This is an optimization exercise on Yosys and OpenROAD, whose aim is small area, not a production implementation. No functional check of the RTL was part of this run.

File: flow/config.mk
export PLATFORM = sky130hd
export DESIGN_NAME = hopselection
export DESIGN_NICKNAME = hopselection
export VERILOG_FILES = /design/flow/design.v
export SDC_FILE = /design/flow/constraint.sdc
export NUM_CORES = 4
export LEC_CHECK = 0
export CAP_MARGIN = 20
export CORE_MARGIN = 2
export CORE_UTILIZATION = 40
export PLACE_DENSITY = 0.6
export SLEW_MARGIN = 20
File: flow/design.v
module AFH_map_table(
A,
O
);
input [6:0] A;
output [6:0] O;
assign O = ~A;
endmodule
module div(
clk, rstz,
div_en_p,
dividend,
divisor,
result_o
);
input clk, rstz;
input div_en_p;
input [24:0] dividend;
input [6:0] divisor;
output [49:0] result_o;
parameter IDLE=2'h0, DIVON=2'h1, DIVEnd=2'h2;
reg [1:0] cs, ns;
wire [25:0] div_temp;
reg [50:0] op_dividend;
reg [4:0] divcnt;
always @(posedge clk or negedge rstz)
begin
  if (!rstz)
    begin
      op_dividend <= 0;
      divcnt <=0;
    end  
  else if (div_en_p && (cs==IDLE))
    begin
      op_dividend <= {25'b0,dividend[24:0],1'b0};
      divcnt <=0;
    end  
  else if (cs==DIVON)
    begin
      op_dividend <= div_temp[25] ? {op_dividend[49:0],1'b0} : {div_temp[24:0],op_dividend[24:0],1'b1};
      divcnt <= divcnt + 1'b1;
    end  
end
reg [49:0] result_o;
always @(posedge clk or negedge rstz)
begin
  if (!rstz)
    result_o <= 0;
  else if (cs==DIVEnd)
    result_o <= {op_dividend[50:26],op_dividend[24:0]};   
end
assign div_temp = {1'b0, op_dividend[49:25]} - {1'b0, divisor};
always @(posedge clk or negedge rstz)
begin
  if (!rstz)
    cs <= 0;
  else 
    cs <= ns;
end
always @*
begin
  ns = cs;
  case(cs)
    IDLE:
      begin
        if (div_en_p) ns = DIVON;
      end
    DIVON:
      begin
        if (divcnt==5'd24) ns = DIVEnd;
      end  
    DIVEnd:
      ns = IDLE;  
  endcase
end
endmodule
module hopkernal(
rstz,
X, A, C,
B,
D,
E, F, Fprime,
Y1,
Y2,
regi_AFH_channel_map,
regi_AFH_N,
fk
);
input rstz;
input [4:0] X, C;
input [4:0] A;
input [3:0] B;
input [8:0] D;
input [6:0] E, F, Fprime;
input Y1;
input [5:0] Y2;
input [79:0] regi_AFH_channel_map;
input [6:0] regi_AFH_N;
output [6:0] fk;
wire [4:0] Zprime = X + A;
wire [4:0] Z;
assign Z[0] = B[0] ^ Zprime[0];
assign Z[1] = B[1] ^ Zprime[1];
assign Z[2] = B[2] ^ Zprime[2];
assign Z[3] = B[3] ^ Zprime[3];
assign Z[4] =  Zprime[4];
wire [4:0] stage1_z, stage2_z, stage3_z, stage4_z, stage5_z, stage6_z, stage7_z;
wire [13:0] P = {C[4:0] ^ {5{Y1}}, D[8:0]};
assign stage1_z[1] = P[13] ? Z[2] : Z[1];
assign stage1_z[2] = P[13] ? Z[1] : Z[2];
assign stage1_z[0] = P[12] ? Z[3] : Z[0];
assign stage1_z[3] = P[12] ? Z[0] : Z[3];
assign stage1_z[4] = Z[4];
assign stage2_z[1] = P[11] ? stage1_z[3] : stage1_z[1];
assign stage2_z[3] = P[11] ? stage1_z[1] : stage1_z[3];
assign stage2_z[2] = P[10] ? stage1_z[4] : stage1_z[2];
assign stage2_z[4] = P[10] ? stage1_z[2] : stage1_z[4];
assign stage2_z[0] = stage1_z[0];
assign stage3_z[0] = P[9] ? stage2_z[3] : stage2_z[0];
assign stage3_z[3] = P[9] ? stage2_z[0] : stage2_z[3];
assign stage3_z[1] = P[8] ? stage2_z[4] : stage2_z[1];
assign stage3_z[4] = P[8] ? stage2_z[1] : stage2_z[4];
assign stage3_z[2] = stage2_z[2];
assign stage4_z[3] = P[7] ? stage3_z[4] : stage3_z[3];
assign stage4_z[4] = P[7] ? stage3_z[3] : stage3_z[4];
assign stage4_z[0] = P[6] ? stage3_z[2] : stage3_z[0];
assign stage4_z[2] = P[6] ? stage3_z[0] : stage3_z[2];
assign stage4_z[1] = stage3_z[1];
assign stage5_z[1] = P[5] ? stage4_z[3] : stage4_z[1];
assign stage5_z[3] = P[5] ? stage4_z[1] : stage4_z[3];
assign stage5_z[0] = P[4] ? stage4_z[4] : stage4_z[0];
assign stage5_z[4] = P[4] ? stage4_z[0] : stage4_z[4];
assign stage5_z[2] = stage4_z[2];
assign stage6_z[3] = P[3] ? stage5_z[4] : stage5_z[3];
assign stage6_z[4] = P[3] ? stage5_z[3] : stage5_z[4];
assign stage6_z[1] = P[2] ? stage5_z[2] : stage5_z[1];
assign stage6_z[2] = P[2] ? stage5_z[1] : stage5_z[2];
assign stage6_z[0] = stage5_z[0];
assign stage7_z[2] = P[1] ? stage6_z[3] : stage6_z[2];
assign stage7_z[3] = P[1] ? stage6_z[2] : stage6_z[3];
assign stage7_z[0] = P[0] ? stage6_z[1] : stage6_z[0];
assign stage7_z[1] = P[0] ? stage6_z[0] : stage6_z[1];
assign stage7_z[4] = stage6_z[4];
wire [6:0] em79 = E[6:0] > 7'd78 ? E[6:0]-7'd79 : E[6:0];
wire [7:0] tmp1 = em79 + F[6:0];  
wire [7:0] tmp1m79 = tmp1[7:0] > 8'd78 ? tmp1[7:0]-8'd79 : tmp1[7:0];   
wire [7:0] tmp2 = tmp1m79[6:0] + stage7_z[4:0] + Y2;                    
wire [6:0] adder2m79 = tmp2 > 7'd78 ? tmp2-7'd79 : tmp2[6:0];
wire rfchused = regi_AFH_channel_map[adder2m79[6:0]];
wire [6:0] emN = {2'b0,E[6:0]} >= {regi_AFH_N,2'b0}                 ? {2'b0,E[6:0]} - {regi_AFH_N,2'b0} :
                 {2'b0,E[6:0]} >= ({regi_AFH_N,1'b0}+regi_AFH_N) ? {2'b0,E[6:0]} - ({regi_AFH_N,1'b0}+regi_AFH_N) :
                 {1'b0,E[6:0]} >= {regi_AFH_N,1'b0}                 ? {1'b0,E[6:0]} - {regi_AFH_N,1'b0} :
                 E[6:0] >= regi_AFH_N                              ? E[6:0]-regi_AFH_N : E[6:0];
wire [7:0] tmp1N = emN + Fprime[6:0];  
wire [7:0] tmp1mN = tmp1N[7:0] >= regi_AFH_N ? tmp1N[7:0]-regi_AFH_N : tmp1N[7:0];   
wire [4:0] a7zmN = {2'b0,stage7_z[4:0]} >= regi_AFH_N ? {2'b0,stage7_z[4:0]} - regi_AFH_N : stage7_z[4:0];  
wire [7:0] tmp2N = tmp1mN[6:0] + a7zmN + Y2;                                      
wire [6:0] adder2mN = tmp2N >= regi_AFH_N ? tmp2N-regi_AFH_N : tmp2N[6:0];
wire [6:0] kprimem = adder2mN;
wire [6:0] fkprime, basicfk;
AFH_map_table AFH_map_table_u(
.A(kprimem),
.O(fkprime)
);
assign basicfk = (adder2m79<=7'd39) ? {adder2m79[5:0], 1'b0} : {(adder2m79-7'd40), 1'b1};
assign fk = rfchused ? basicfk : fkprime;
endmodule
module hopctrlwd(
clk_6M, rstz, p_033us,
mpr_Y,
counter_clkN1, counter_clkE1,
psrxfhs_succ_p,
psrxfhs,
pstxid,
m_tslot_p, ms_tslot_p,
ps_N_incr_p,
pageAB_2Npage_count, 
Atrain,
regi_interlace_offset, regi_page_k_nudge,
regi_AFH_mode,
regi_AFH_N,
ps, gips, is, giis, page, inquiry, mpr, spr, ir, conns,
prs_clock_frozen, prm_clock_frozen,
CLK, CLKE, CLKN, BD_ADDR,
counter_isFHS,
Xprm, Xir, Xprs,
X,
Y1,
Y2,
A,
B,
C,
D,
E, F, Fprime
);
input clk_6M, rstz, p_033us;
input mpr_Y;
input [5:0] counter_clkN1;
input [5:0] counter_clkE1;
input psrxfhs_succ_p;
input psrxfhs;
input pstxid;
input m_tslot_p, ms_tslot_p;
input ps_N_incr_p;
input [3:0] pageAB_2Npage_count;
input Atrain;
input [4:0] regi_interlace_offset, regi_page_k_nudge;
input regi_AFH_mode;
input [6:0] regi_AFH_N;
input ps, gips, is, giis, page, inquiry, mpr, spr, ir, conns;
input prs_clock_frozen, prm_clock_frozen;
input [27:0] CLK, CLKE, CLKN, BD_ADDR;
input [4:0] counter_isFHS;
output [4:0] Xprm, Xir, Xprs;
output [4:0] X;
output Y1;
output [5:0] Y2;
output [4:0] A;
output [3:0] B;
output [4:0] C;
output [8:0] D;
output [6:0] E, F, Fprime;
wire [1:0] k_nudge;
wire [4:0] k_offset;
reg [27:0] CLKN_frozen, CLKE_frozen;
reg [4:0] k_offset_frozen;
reg [4:0] k_nudge_frozen;
always @(posedge clk_6M or negedge rstz)
begin
  if (!rstz)
    begin
     CLKN_frozen <= 0;
    end 
  else if (!prs_clock_frozen)
    begin
     CLKN_frozen <= CLKN;
    end 
end
always @(posedge clk_6M or negedge rstz)
begin
  if (!rstz)
    begin
     CLKE_frozen <= 0;
     k_offset_frozen <= 0;
     k_nudge_frozen <= 0;
    end 
  else if (!prm_clock_frozen)
    begin
     CLKE_frozen <= CLKE;
     k_offset_frozen <= k_offset;
     k_nudge_frozen <= k_nudge;
    end 
end
assign k_nudge = regi_page_k_nudge;  
assign k_offset = Atrain ? 5'd24 : 5'd8;
wire [3:0] xpt = {CLKE[4:2],CLKE[0]} - CLKE[16:12];    
wire [4:0] Xp = CLKE[16:12] + k_offset + k_nudge + xpt ;   
wire [4:0] Xprs = CLKN_frozen[16:12] + counter_clkN1[5:1];
wire [3:0] xprmt = {CLKE_frozen[4:2],CLKE_frozen[0]} - CLKE_frozen[16:12];
wire [4:0] Xprm = CLKE_frozen[16:12] + k_offset_frozen + k_nudge_frozen + xprmt + counter_clkE1[5:1];
wire [3:0] xit = {CLKN[4:2],CLKN[0]} - CLKN[16:12];
wire [4:0] Xi = CLKN[16:12] + k_offset + k_nudge + xit ;
wire [4:0] Xir = CLKN[16:12] + counter_isFHS ;
assign X = ({5{ps}}      & CLKN[16:12]) |     
           ({5{gips}}    & (CLKN[16:12]+regi_interlace_offset)) |   
           ({5{is}}      & Xir[4:0]) |        
           ({5{giis}}    & (Xir[4:0]+regi_interlace_offset)) |      
           ({5{page}}    & Xp[4:0]) |
           ({5{inquiry}} & Xi[4:0]) |
           ({5{mpr}}     & Xprm[4:0]) |    
           ({5{spr}}     & Xprs[4:0]) |    
           ({5{ir}}      & Xir[4:0]) |     
           ({5{conns}}   & CLK[6:2]);      
wire spr_Y = pstxid | (psrxfhs ? 1'b0 : counter_clkN1[0]);
assign Y1 =({1{page}}    & CLKE[1]) |
           ({1{inquiry}} & CLKN[1]) |
           ({1{mpr}}     & mpr_Y  ) |   
           ({1{spr}}     & spr_Y  ) |   
           ({1{ir}}      & 1'b1) |     
           ({1{conns}}   & (CLK[1]&(!regi_AFH_mode)) );      
assign Y2 =({6{page}}    & {CLKE[1],5'b0}) |
           ({6{inquiry}} & {CLKN[1],5'b0}) |
           ({6{mpr}}     & {mpr_Y  ,5'b0}) |   
           ({6{spr}}     & {spr_Y  ,5'b0}) |   
           ({6{ir}}      & {1'b1   ,5'b0}) |     
           ({6{conns}}   & {(CLK[1]&(!regi_AFH_mode)) ,5'b0});      
assign A = ({5{ps}}      & BD_ADDR[27:23]) |     
           ({5{gips}}    & BD_ADDR[27:23]) |   
           ({5{is}}      & BD_ADDR[27:23]) |        
           ({5{giis}}    & BD_ADDR[27:23]) |      
           ({5{page}}    & BD_ADDR[27:23]) |
           ({5{inquiry}} & BD_ADDR[27:23]) |
           ({5{mpr}}     & BD_ADDR[27:23]) |    
           ({5{spr}}     & BD_ADDR[27:23]) |    
           ({5{ir}}      & BD_ADDR[27:23]) |     
           ({5{conns}}   & BD_ADDR[27:23] ^ CLK[25:21]);      
assign B = BD_ADDR[22:19];
assign C = ({5{ps}}      & {BD_ADDR[8],BD_ADDR[6],BD_ADDR[4],BD_ADDR[2],BD_ADDR[0]}) |     
           ({5{gips}}    & {BD_ADDR[8],BD_ADDR[6],BD_ADDR[4],BD_ADDR[2],BD_ADDR[0]}) |   
           ({5{is}}      & {BD_ADDR[8],BD_ADDR[6],BD_ADDR[4],BD_ADDR[2],BD_ADDR[0]}) |        
           ({5{giis}}    & {BD_ADDR[8],BD_ADDR[6],BD_ADDR[4],BD_ADDR[2],BD_ADDR[0]}) |      
           ({5{page}}    & {BD_ADDR[8],BD_ADDR[6],BD_ADDR[4],BD_ADDR[2],BD_ADDR[0]}) |
           ({5{inquiry}} & {BD_ADDR[8],BD_ADDR[6],BD_ADDR[4],BD_ADDR[2],BD_ADDR[0]}) |
           ({5{mpr}}     & {BD_ADDR[8],BD_ADDR[6],BD_ADDR[4],BD_ADDR[2],BD_ADDR[0]}) |    
           ({5{spr}}     & {BD_ADDR[8],BD_ADDR[6],BD_ADDR[4],BD_ADDR[2],BD_ADDR[0]}) |    
           ({5{ir}}      & {BD_ADDR[8],BD_ADDR[6],BD_ADDR[4],BD_ADDR[2],BD_ADDR[0]}) |     
           ({5{conns}}   & {BD_ADDR[8],BD_ADDR[6],BD_ADDR[4],BD_ADDR[2],BD_ADDR[0]} ^ CLK[20:16]);      
assign D = ({9{ps}}      & BD_ADDR[18:10]) |     
           ({9{gips}}    & BD_ADDR[18:10]) |   
           ({9{is}}      & BD_ADDR[18:10]) |        
           ({9{giis}}    & BD_ADDR[18:10]) |      
           ({9{page}}    & BD_ADDR[18:10]) |
           ({9{inquiry}} & BD_ADDR[18:10]) |
           ({9{mpr}}     & BD_ADDR[18:10]) |    
           ({9{spr}}     & BD_ADDR[18:10]) |    
           ({9{ir}}      & BD_ADDR[18:10]) |     
           ({9{conns}}   & (BD_ADDR[18:10] ^ CLK[15:7]));      
assign E = {BD_ADDR[13],BD_ADDR[11],BD_ADDR[9],BD_ADDR[7],BD_ADDR[5],BD_ADDR[3],BD_ADDR[1]};           
reg div_en_p;
always @(posedge clk_6M or negedge rstz)
begin
  if (!rstz)
     div_en_p <= 0;
  else 
     div_en_p <= (CLK[6:0]==7'hff) & ms_tslot_p;
end
wire divffclk = clk_6M;
wire [24:0] Ft, nc1;
div mod79_F(
.clk      (divffclk                   ),
.rstz     (rstz                       ),
.div_en_p (div_en_p                   ),
.dividend ({CLK[27:7],4'b0}           ),
.divisor  (7'd79                      ),
.result_o ({Ft[24:0],nc1[24:0]}       )
);
assign F = ({7{conns}} & Ft[6:0]);
wire [24:0] Fprimet, nc2;
div mod79_Fprime(
.clk      (divffclk                   ),
.rstz     (rstz                       ),
.div_en_p (div_en_p                   ),
.dividend ({CLK[27:7],4'b0}           ),
.divisor  (regi_AFH_N                 ),
.result_o ({Fprimet[24:0],nc2[24:0]}  )
);
assign Fprime = ({7{conns}} & Fprimet[6:0]);
endmodule
module fkctrl(
clk_6M, rstz,
regi_isMaster,
ir,
psrxfhs_succ_p,
fk_page,
page,
ps_pagerespTO,
scancase,
m_half_tslot_p,
mpr,
m_tslot_p,
connsnewslave, connsnewmaster,
CLKN, CLKE, CLK,
txbit_period, rxbit_period,
fkset_p,   
ps, pstxid, psrxfhs, psackfhs, pagetxfhs, pagetmp, pagerxackfhs ,
corre_threshold,
counter_clkN1,
counter_clkE1,
fk_pstxid,
fk_psrxfhs,
fk_psackfhs,
fk_connsnewslave, fk_connsnewmaster,
fk_pagetxfhs,
fk_pagerxackfhs,
fk_spr, fk_mpr,
fk_chg_p, fk_chg_p_ff
);
input clk_6M, rstz;
input regi_isMaster;
input ir;
input psrxfhs_succ_p;
input fk_page;
input page;
input ps_pagerespTO;
input scancase;
input m_half_tslot_p;
input mpr;
input m_tslot_p;
input connsnewslave, connsnewmaster;
input [27:0] CLKN, CLKE, CLK;
input txbit_period, rxbit_period;
input fkset_p;   
input ps, pstxid, psrxfhs, psackfhs, pagetxfhs, pagetmp, pagerxackfhs ;
input corre_threshold;
output [5:0] counter_clkN1;
output [5:0] counter_clkE1;
output fk_pstxid;
output fk_psrxfhs;
output fk_psackfhs;
output fk_connsnewslave, fk_connsnewmaster;
output fk_pagetxfhs;
output fk_pagerxackfhs;
output fk_spr, fk_mpr;
output fk_chg_p, fk_chg_p_ff;
assign fk_spr = fk_pstxid | fk_psrxfhs | fk_psackfhs;
assign fk_mpr = fk_pagetxfhs | fk_pagerxackfhs;
wire ir_fkset_p = regi_isMaster ? fkset_p & !ir : fkset_p;
wire fk_chg_p = ((!(txbit_period | rxbit_period)) & ir_fkset_p);  
wire psrxfhs_fk_chg_p = fk_psrxfhs & fkset_p;
wire scancase_fk_chg_p = (scancase) & fkset_p;
reg fk_chg_p_ff;
always @(posedge clk_6M or negedge rstz)
begin
  if (!rstz)
     fk_chg_p_ff <= 0;
  else 
     fk_chg_p_ff <= fk_chg_p | scancase_fk_chg_p | psrxfhs_fk_chg_p;
end
reg fk_pstxid;
always @(posedge clk_6M or negedge rstz)
begin
  if (!rstz)
     fk_pstxid <= 0;
  else if (ps & corre_threshold & fkset_p)   
     fk_pstxid <= 1'b1;
  else if (pstxid & fk_chg_p)
     fk_pstxid <= 1'b0;
end
reg fk_psrxfhs;
always @(posedge clk_6M or negedge rstz)
begin
  if (!rstz)
     fk_psrxfhs <= 0;
  else if (pstxid & fk_chg_p)
     fk_psrxfhs <= 1'b1;
  else if ((psrxfhs & corre_threshold & fk_chg_p) | ps_pagerespTO)
     fk_psrxfhs <= 1'b0;
end
reg fk_psackfhs;
always @(posedge clk_6M or negedge rstz)
begin
  if (!rstz)
     fk_psackfhs <= 0;
  else if (psrxfhs & corre_threshold & fk_chg_p)
     fk_psackfhs <= 1'b1;
  else if (psackfhs & fk_chg_p & CLKN[0])
     fk_psackfhs <= 1'b0;
end
reg fk_connsnewslave;
always @(posedge clk_6M or negedge rstz)
begin
  if (!rstz)
     fk_connsnewslave <= 0;
  else if (psackfhs & fk_chg_p & CLKN[0])
     fk_connsnewslave <= 1'b1;
  else if (connsnewslave & fk_chg_p & CLK[0])   
     fk_connsnewslave <= 1'b0;
end
reg fk_pagetxfhs;
always @(posedge clk_6M or negedge rstz)
begin
  if (!rstz)
     fk_pagetxfhs <= 0;
  else if ( (pagetmp & fk_chg_p) | (pagerxackfhs & !corre_threshold & fk_chg_p) )
     fk_pagetxfhs <= 1'b1;
  else if ((pagetxfhs & fk_chg_p) | fk_page)
     fk_pagetxfhs <= 1'b0;
end
reg fk_pagerxackfhs;
always @(posedge clk_6M or negedge rstz)
begin
  if (!rstz)
     fk_pagerxackfhs <= 0;
  else if (pagetxfhs & fk_chg_p)
     fk_pagerxackfhs <= 1'b1;
  else if (pagerxackfhs & fk_chg_p & CLKE[0])
     fk_pagerxackfhs <= 1'b0;
end
reg fk_connsnewmaster;
always @(posedge clk_6M or negedge rstz)
begin
  if (!rstz)
     fk_connsnewmaster <= 0;
  else if (pagerxackfhs & corre_threshold & m_half_tslot_p)   
     fk_connsnewmaster <= 1'b1;
  else if ((connsnewmaster & fk_chg_p & CLK[0]) | page )  
     fk_connsnewmaster <= 1'b0;
end
wire ps_N_incr_p = (pstxid & fk_chg_p) | ((psrxfhs|psackfhs) & fkset_p & CLKN[0]);
reg [5:0] counter_clkN1;
always @(posedge clk_6M or negedge rstz)
begin
  if (!rstz)
    begin
     counter_clkN1 <= 0;
    end 
  else if (ps & corre_threshold & fkset_p)   
    begin
     counter_clkN1 <= 6'h1;
    end 
  else if (psrxfhs_succ_p)
     counter_clkN1 <= {counter_clkN1[5:1],1'b0};
  else if (ps_N_incr_p)
    begin
     counter_clkN1 <= counter_clkN1+1'b1;
    end 
end
wire page_N_incr_p = fk_chg_p & CLKE[0] & (pagetxfhs | pagerxackfhs);
reg [5:0] counter_clkE1;
always @(posedge clk_6M or negedge rstz)
begin
  if (!rstz)
    begin
     counter_clkE1 <= 0;
    end 
  else if (!fk_mpr)   
    begin
     counter_clkE1 <= 6'd0;
    end 
  else if (page_N_incr_p)  
    begin
     counter_clkE1 <= counter_clkE1+1'b1;
    end 
end
endmodule
module hopselection(
clk_6M, rstz, p_033us,
regi_isMaster,
ps_pagerespTO,
fk_page,
scancase,
m_half_tslot_p,
connsnewslave, connsnewmaster,
txbit_period, rxbit_period,
fkset_p,   
psackfhs, pagetxfhs, pagetmp, pagerxackfhs ,
corre_threshold,
psrxfhs_succ_p,
psrxfhs,
pstxid,
m_tslot_p, ms_tslot_p,
ps_N_incr_p,
pageAB_2Npage_count, 
Atrain,
regi_interlace_offset, regi_page_k_nudge,
regi_AFH_mode,
regi_AFH_N, regi_AFH_channel_map,
ps, gips, is, giis, page, inquiry, mpr, spr, ir, conns,
prs_clock_frozen, prm_clock_frozen,
CLK, CLKE, CLKN, BD_ADDR,
counter_isFHS,
fk,
fk_chg_p, fk_chg_p_ff,
fk_pstxid
);
input clk_6M, rstz, p_033us;
input regi_isMaster;
input ps_pagerespTO;
input fk_page;
input scancase;
input m_half_tslot_p;
input connsnewslave, connsnewmaster;
input txbit_period, rxbit_period;
input fkset_p;   
input psackfhs, pagetxfhs, pagetmp, pagerxackfhs ;
input corre_threshold;
wire [5:0] counter_clkN1;
wire [5:0] counter_clkE1;
input psrxfhs_succ_p;
input psrxfhs;
input pstxid;
input m_tslot_p, ms_tslot_p;
input ps_N_incr_p;
input [3:0] pageAB_2Npage_count;
input Atrain;
input [4:0] regi_interlace_offset, regi_page_k_nudge;
input regi_AFH_mode;
input [6:0] regi_AFH_N;
input [79:0] regi_AFH_channel_map;
input ps, gips, is, giis, page, inquiry, mpr, spr, ir, conns;
input prs_clock_frozen, prm_clock_frozen;
input [27:0] CLK, CLKE, CLKN, BD_ADDR;
input [4:0] counter_isFHS;
output [6:0] fk;
output fk_chg_p, fk_chg_p_ff;
output fk_pstxid;
wire [4:0] Xprm, Xir, Xprs;
wire [4:0] X;
wire Y1;
wire [5:0] Y2;
wire [4:0] A;
wire [3:0] B;
wire [4:0] C;
wire [8:0] D;
wire [6:0] E, F, Fprime;
wire fk_connsnewslave, fk_connsnewmaster;
wire fk_conns = conns | fk_connsnewslave | fk_connsnewmaster;
wire [27:0] fk_CLK = fk_conns ? CLK + 1'b1 : CLK;
wire [27:0] fk_CLKE = CLKE + 1'b1;
wire [27:0] fk_CLKN = CLKN + 1'b1;
hopctrlwd hopctrlwd_u(
.clk_6M               (clk_6M               ), 
.rstz                 (rstz                 ), 
.p_033us              (p_033us              ),
.mpr_Y                (counter_clkE1[0]     ),
.counter_clkN1        (counter_clkN1        ),  
.counter_clkE1        (counter_clkE1        ),       
.psrxfhs_succ_p       (psrxfhs_succ_p       ),
.psrxfhs              (fk_psrxfhs              ),
.pstxid               (fk_pstxid               ),
.m_tslot_p            (m_tslot_p            ),
.ms_tslot_p           (ms_tslot_p           ),
.ps_N_incr_p          (ps_N_incr_p          ),
.pageAB_2Npage_count  (pageAB_2Npage_count  ), 
.Atrain               (Atrain               ),
.regi_interlace_offset(regi_interlace_offset),
.regi_page_k_nudge    (regi_page_k_nudge    ),
.regi_AFH_mode        (regi_AFH_mode        ),
.regi_AFH_N           (regi_AFH_N           ),
.ps                   (ps                   ), 
.gips                 (gips                 ), 
.is                   (is                   ), 
.giis                 (giis                 ), 
.page                 (fk_page                 ), 
.inquiry              (inquiry              ), 
.mpr                  (fk_mpr                  ), 
.spr                  (fk_spr                  ), 
.ir                   (ir                   ), 
.conns                (fk_conns                ),
.prs_clock_frozen     (prs_clock_frozen     ), 
.prm_clock_frozen     (prm_clock_frozen     ),
.CLK                  (fk_CLK                  ), 
.CLKE                 (fk_CLKE                 ), 
.CLKN                 (fk_CLKN                 ), 
.BD_ADDR              (BD_ADDR          ),
.counter_isFHS        (counter_isFHS        ),
.Xprm                 (Xprm                 ), 
.Xir                  (Xir                  ),
.Xprs                 (Xprs                 ), 
.X                    (X                    ),
.Y1                   (Y1                   ),
.Y2                   (Y2                   ),
.A                    (A                    ),
.B                    (B                    ),
.C                    (C                    ),
.D                    (D                    ),
.E                    (E                    ), 
.F                    (F                    ), 
.Fprime               (Fprime               )
);
hopkernal hopkernal_u(
.rstz                (rstz                ),
.X                   (X                   ), 
.A                   (A                   ), 
.C                   (C                   ),
.B                   (B                   ),
.D                   (D                   ),
.E                   (E                   ), 
.F                   (F                   ),
.Fprime              (Fprime              ),
.Y1                  (Y1                  ),
.Y2                  (Y2                  ),
.regi_AFH_channel_map(regi_AFH_channel_map),
.regi_AFH_N          (regi_AFH_N          ),
.fk                  (fk                  )
);
fkctrl fkctrl_u(
.clk_6M         (clk_6M         ), 
.rstz           (rstz           ),
.regi_isMaster  (regi_isMaster  ),
.ir             (ir             ),
.psrxfhs_succ_p (psrxfhs_succ_p ),
.fk_page        (fk_page        ),
.page           (page           ),
.ps_pagerespTO  (ps_pagerespTO  ),
.scancase       (scancase       ),
.m_half_tslot_p (m_half_tslot_p ),
.mpr            (mpr            ),
.m_tslot_p      (m_tslot_p      ),
.connsnewslave  (connsnewslave  ),
.connsnewmaster (connsnewmaster ),
.CLKN           (CLKN           ),
.CLKE           (CLKE           ),
.CLK            (CLK            ),
.txbit_period   (txbit_period   ), 
.rxbit_period   (rxbit_period   ),
.fkset_p        (fkset_p        ),   
.ps             (ps             ), 
.pstxid         (pstxid         ), 
.psrxfhs        (psrxfhs        ), 
.psackfhs       (psackfhs       ), 
.pagetxfhs      (pagetxfhs      ), 
.pagetmp        (pagetmp        ), 
.pagerxackfhs   (pagerxackfhs   ),
.corre_threshold(corre_threshold),
.counter_clkN1   (counter_clkN1   ),
.counter_clkE1   (counter_clkE1   ),
.fk_pstxid       (fk_pstxid       ),
.fk_psrxfhs      (fk_psrxfhs      ),
.fk_psackfhs     (fk_psackfhs     ),
.fk_connsnewslave(fk_connsnewslave),
.fk_connsnewmaster(fk_connsnewmaster),
.fk_pagetxfhs    (fk_pagetxfhs    ),
.fk_pagerxackfhs (fk_pagerxackfhs ),
.fk_spr          (fk_spr          ),
.fk_mpr          (fk_mpr          ),
.fk_chg_p        (fk_chg_p        ),
.fk_chg_p_ff     (fk_chg_p_ff     )
);
endmodule
File: flow/run.sh
#!/bin/bash
# synth_recipe.tcl (not shown) runs the flow's synth.tcl, then flattens the netlist and writes it again
# the make line also repeats each setting of config.mk as NAME=value (left out here)
make -C /OpenROAD-flow-scripts/flow DESIGN_CONFIG=/design/flow/config.mk WORK_HOME=/design/flow/orfs CLKGATE_MAP_FILE= SYNTH_SCRIPT=/design/flow/synth_recipe.tcl finish
File: flow/constraint.sdc
create_clock -name core_clock -period 25.0 [get_ports {clk_6M}]
set_input_delay 5.0000 -clock core_clock [delete_from_list [all_inputs] [get_ports {clk_6M}]]
set_output_delay 5.0000 -clock core_clock [all_outputs]
set_load 0.01 [all_outputs]
==> metrics.md <==
| Metric | Value |
|---|---|
| Share of the synthesized area in the top cell type | `0.237` |
| Hold_buf cts | `0` |
| Endpoints failing hold | `0` |
| Global-route wire length before repair | `between 80 and 90 mm` |
| CP max stage delay | `approximately 850 ps` |
| CP max stage cell | `fa_1` |
| Wire per inst | `roughly 18 microns` |
| Startpoint types | `input pin` |
| Area leader, netlist | `dfrtp_1` |
| CP arrival | `~18,000 ps` |
| Max Clk Rate | `43.4 MHz` |
| Drt first pass iters | `5` |
| Mapped cell area | `between 0.015 and 0.02 sq mm` |
| Skew-Pair Late Insertion Delay | `450 ps` |
| Worst-margin pin slew | `1020 ps` |
| Crit Path Max Fanout | `16` |
| Initial drt markers | `1,059` |
| Slew margin rel. | `0.318` |
| Run status | `complete, no violations` |
| ANT cells | `0` |
| Wirelength, routed | `between 50 and 60 mm` |
| Die Wd | `214 microns` |
| Critical path class | `input pin to primary output` |
| Total Die Area | `0.0457 sq mm` |
| Max-cap violation count | `0` |
| Initial Utilization | `0.407` |
| Critical Path RT | `around 20,000 ps` |
| Reg2Reg Setup Slack | `between 20,000 and 25,000 ps` |
| Residual DRC count | `0` |
| Commonest cells after routing, fill and taps aside | `clkdlybuf4s50_1 (230), nand2_1 (195), dfrtp_1 (167)` |
| Die H | `214 microns` |
| # resized after CTS | `0` |
| Setup slack after layout | `1980 ps` |
| Fin nets | `about 2,700` |
| Post-Syn Nets | `2,525` |
| Setup violations, final | `0` |
| Clock Tree Buf Depth | `2` |
| Syn Area/Cell | `8.44 sq um` |
| Period utilisation layout | `0.921` |
| Final ANT Viol Nets | `0` |
| Vias in the first global route | `15,500` |
| Post-Syn Instances | `2,087` |
| Postcts setup bufs | `0` |
| CTS tree | `yes` |
| Largest cells by area after synthesis | `dfrtp_1 (24%), ha_1 (11%), xnor2_1 (6.9%)` |
| Register area share after synthesis | `0.237` |
| Placer Congestion | `0.896` |
| RSZ-0062 raised after global routing | `no` |
| Number of core rows | `76` |
| Layout cells sized above 1 | `0.0601` |
| Layout area overhead | `19.4%` |
| Commonest non-fill, non-tap cell in the layout | `clkdlybuf4s50_1` |
| Largest net degree at the start of global routing | `90` |
| Total negative setup slack | `0 ps` |
| Grt total ovfl | `0` |
| Flops & latches, synth | `167` |
| CTS clk-pin slew, worst paths | `60 ps` |
| Yosys cell types | `94` |
| Vias per cell | `5.55` |
| Worst Setup End Kind | `primary output` |
| # H-tree levels | `4` |
| Top_reg_cell synth | `dfrtp_1` |
| Slew Limit Fails | `0` |
| Core Footprint | `0.0433 sq mm` |
| Fillers | `4,255` |
| Synth Warn # | `10` |
| GRT Util Overall | `0.221` |
| Sink Count | `167` |
| Hpwl dp | `39.4 mm` |
| PortBufs | `about 230` |
| Vias | `15,900` |
| Minimum clock period | `23,020 ps` |
| CTS Root Cell | `clkbuf_16` |
| Number of flops mapped to enable cells by yosys | `0` |
| Cts bufs inserted | `17` |
| Max Clock Skew | `11.9 ps` |
| Post-Place Worst Slack | `2240 ps` |
| IO Pins | `266` |
| Ys async rst share | `1.00` |
| HP Class | `flop to flop` |
| Initial antenna violation count | `3` |
==> logic make-up after synthesis <==
kind of cell               count (synthesis)  share of synthesized area
AOI/OAI and AO/OA                        519                      0.201
and+or+nand+nor                          666                      0.185
DFF                                      167                      0.237
muxes                                    139                     0.0838
adders and majority gates                182                      0.143
xor gates and xnor gates                 211                      0.106
buffers and inverters                    203                     0.0440
==> synth_stat cells, types with 6 or more instances <==
library cell and number:
nand2b_1 20, a21o_1 52, clkbuf_1 65, nor4_1 14, o21ai_0 109, inv_1 117, nand4_1 39, a21oi_1 108
or4_1 7, xor2_1 70, nor3b_1 7, o22ai_1 7, mux2_2 46, ha_1 151, dfrtp_1 167, a31oi_1 13
nor2b_1 33, xnor2_1 139, a311oi_1 12, and4_1 9, a221oi_1 6, o21a_1 8, o211ai_1 10, o2111ai_1 7
o21bai_1 16, buf_1 11, nand3_1 59, nor3_1 50, mux2i_1 90, nand3b_1 7, buf_2 7, a211oi_1 70
and3_1 10, fa_1 31, o21ai_1 6, or3_1 16, nand2_1 195, a22oi_1 13, nor2_1 153, and2_1 22
==> area by class of cell <==
type                            count  area [sq um]  area share
Multi-Input combinational cell   1717         12700       0.604
Sequential cell                   167          4180       0.199
Timing Repair Buffer              245          2420       0.115
Tap cell                          585           732      0.0348
Clock buffer                       20           467      0.0222
Inverter                          119           447      0.0213
Clock inverter                     12          90.1     0.00429
==> layer usage <==
layer	track usage	share of wire	vias to the layer above
li1	-	-	7883
met1	0.288	0.45	7520
met2	0.376	0.47	424
met3	0.0412	0.062	67
met4	0.0606	0.018	6
met5	0	0.00081	-
==> registers in the layout, indices dropped and copies added (netlist names), 2 cells and up <==
name                                  count
hopctrlwd_u.mod79_F.op_dividend          50
hopctrlwd_u.mod79_Fprime.op_dividend     50
hopctrlwd_u.CLKE_frozen                   9
hopctrlwd_u.mod79_F.result_o              7
hopctrlwd_u.mod79_Fprime.result_o         7
fkctrl_u.counter_clkE1                    6
fkctrl_u.counter_clkN1                    6
hopctrlwd_u.CLKN_frozen                   5
hopctrlwd_u.mod79_F.divcnt                5
hopctrlwd_u.mod79_Fprime.divcnt           5
hopctrlwd_u.k_nudge_frozen                2
hopctrlwd_u.k_offset_frozen               2
hopctrlwd_u.mod79_F.cs                    2
hopctrlwd_u.mod79_Fprime.cs               2
==> final timing paths <==
kind,startpoint,endpoint,cells after the start
worst min-delay path,hopctrlwd_u.mod79_Fprime.result_o[27],hopctrlwd_u.mod79_Fprime.result_o[27],1
worst max-delay path,CLKN[0],fk[2],43
worst max register to register,hopctrlwd_u.mod79_Fprime.op_dividend[26],hopctrlwd_u.mod79_Fprime.op_dividend[48],15
max in group asynchronous,rstz,hopctrlwd_u.mod79_Fprime.result_o[27],2
worst min register to register,hopctrlwd_u.mod79_Fprime.result_o[27],hopctrlwd_u.mod79_Fprime.result_o[27],1
min in group asynchronous,rstz,hopctrlwd_u.mod79_F.op_dividend[1],1
==> metrics by stage <==
step                      utilization  hold slack (ps)  cells  instance area, sq um
final                           0.486              496   2865                 21000
after global routing            0.486              527   2865                 21000
after CTS                       0.486              502   2865                 21000
after detailed placement        0.473              488   2833                 20500
after global placement          0.473              450   2833                 20500
after floorplan                     -              437   2087                 17600
==> worst max-delay path: cells and delay by family <==
family / cells / cell delay [ps]
AND/OR/NAND/NOR: 10 / 3300
multiplexers: 5 / 1200
adder cells (fa/ha/maj): 8 / 3270
buffers and inverters: 6 / 1780
AO/OA/AOI/OAI: 11 / 2390
XOR/XNOR: 3 / 1020

-- static timing again, ports no longer ideal --
Ports are ideal in the flow. The routed layout listed here was re-timed in OpenROAD.
Step 1 sets driving cells, clkbuf_16 on the clock port and buf_2 on the other inputs (assumed; they add their load-dependent delay and slew).
Step 2, shift: input delay + t, output delay - t, t = (earliest + latest rising clock arrival at the registers) / 2. This alone moves slack from input paths to output paths.
Slacks: no drivers / after step 1 / after step 2; pairs: no drivers / after step 1.
t (ns): 0.495
slack for setup (ns): 1.984 / 1.960 / 1.960
slew at the worst register clock pin (ns): 0.07 / 0.07
After both steps this run still meets setup and hold. The setup slack of this run moves by -0.024 ns with the drivers and by -0.024 ns with both steps.
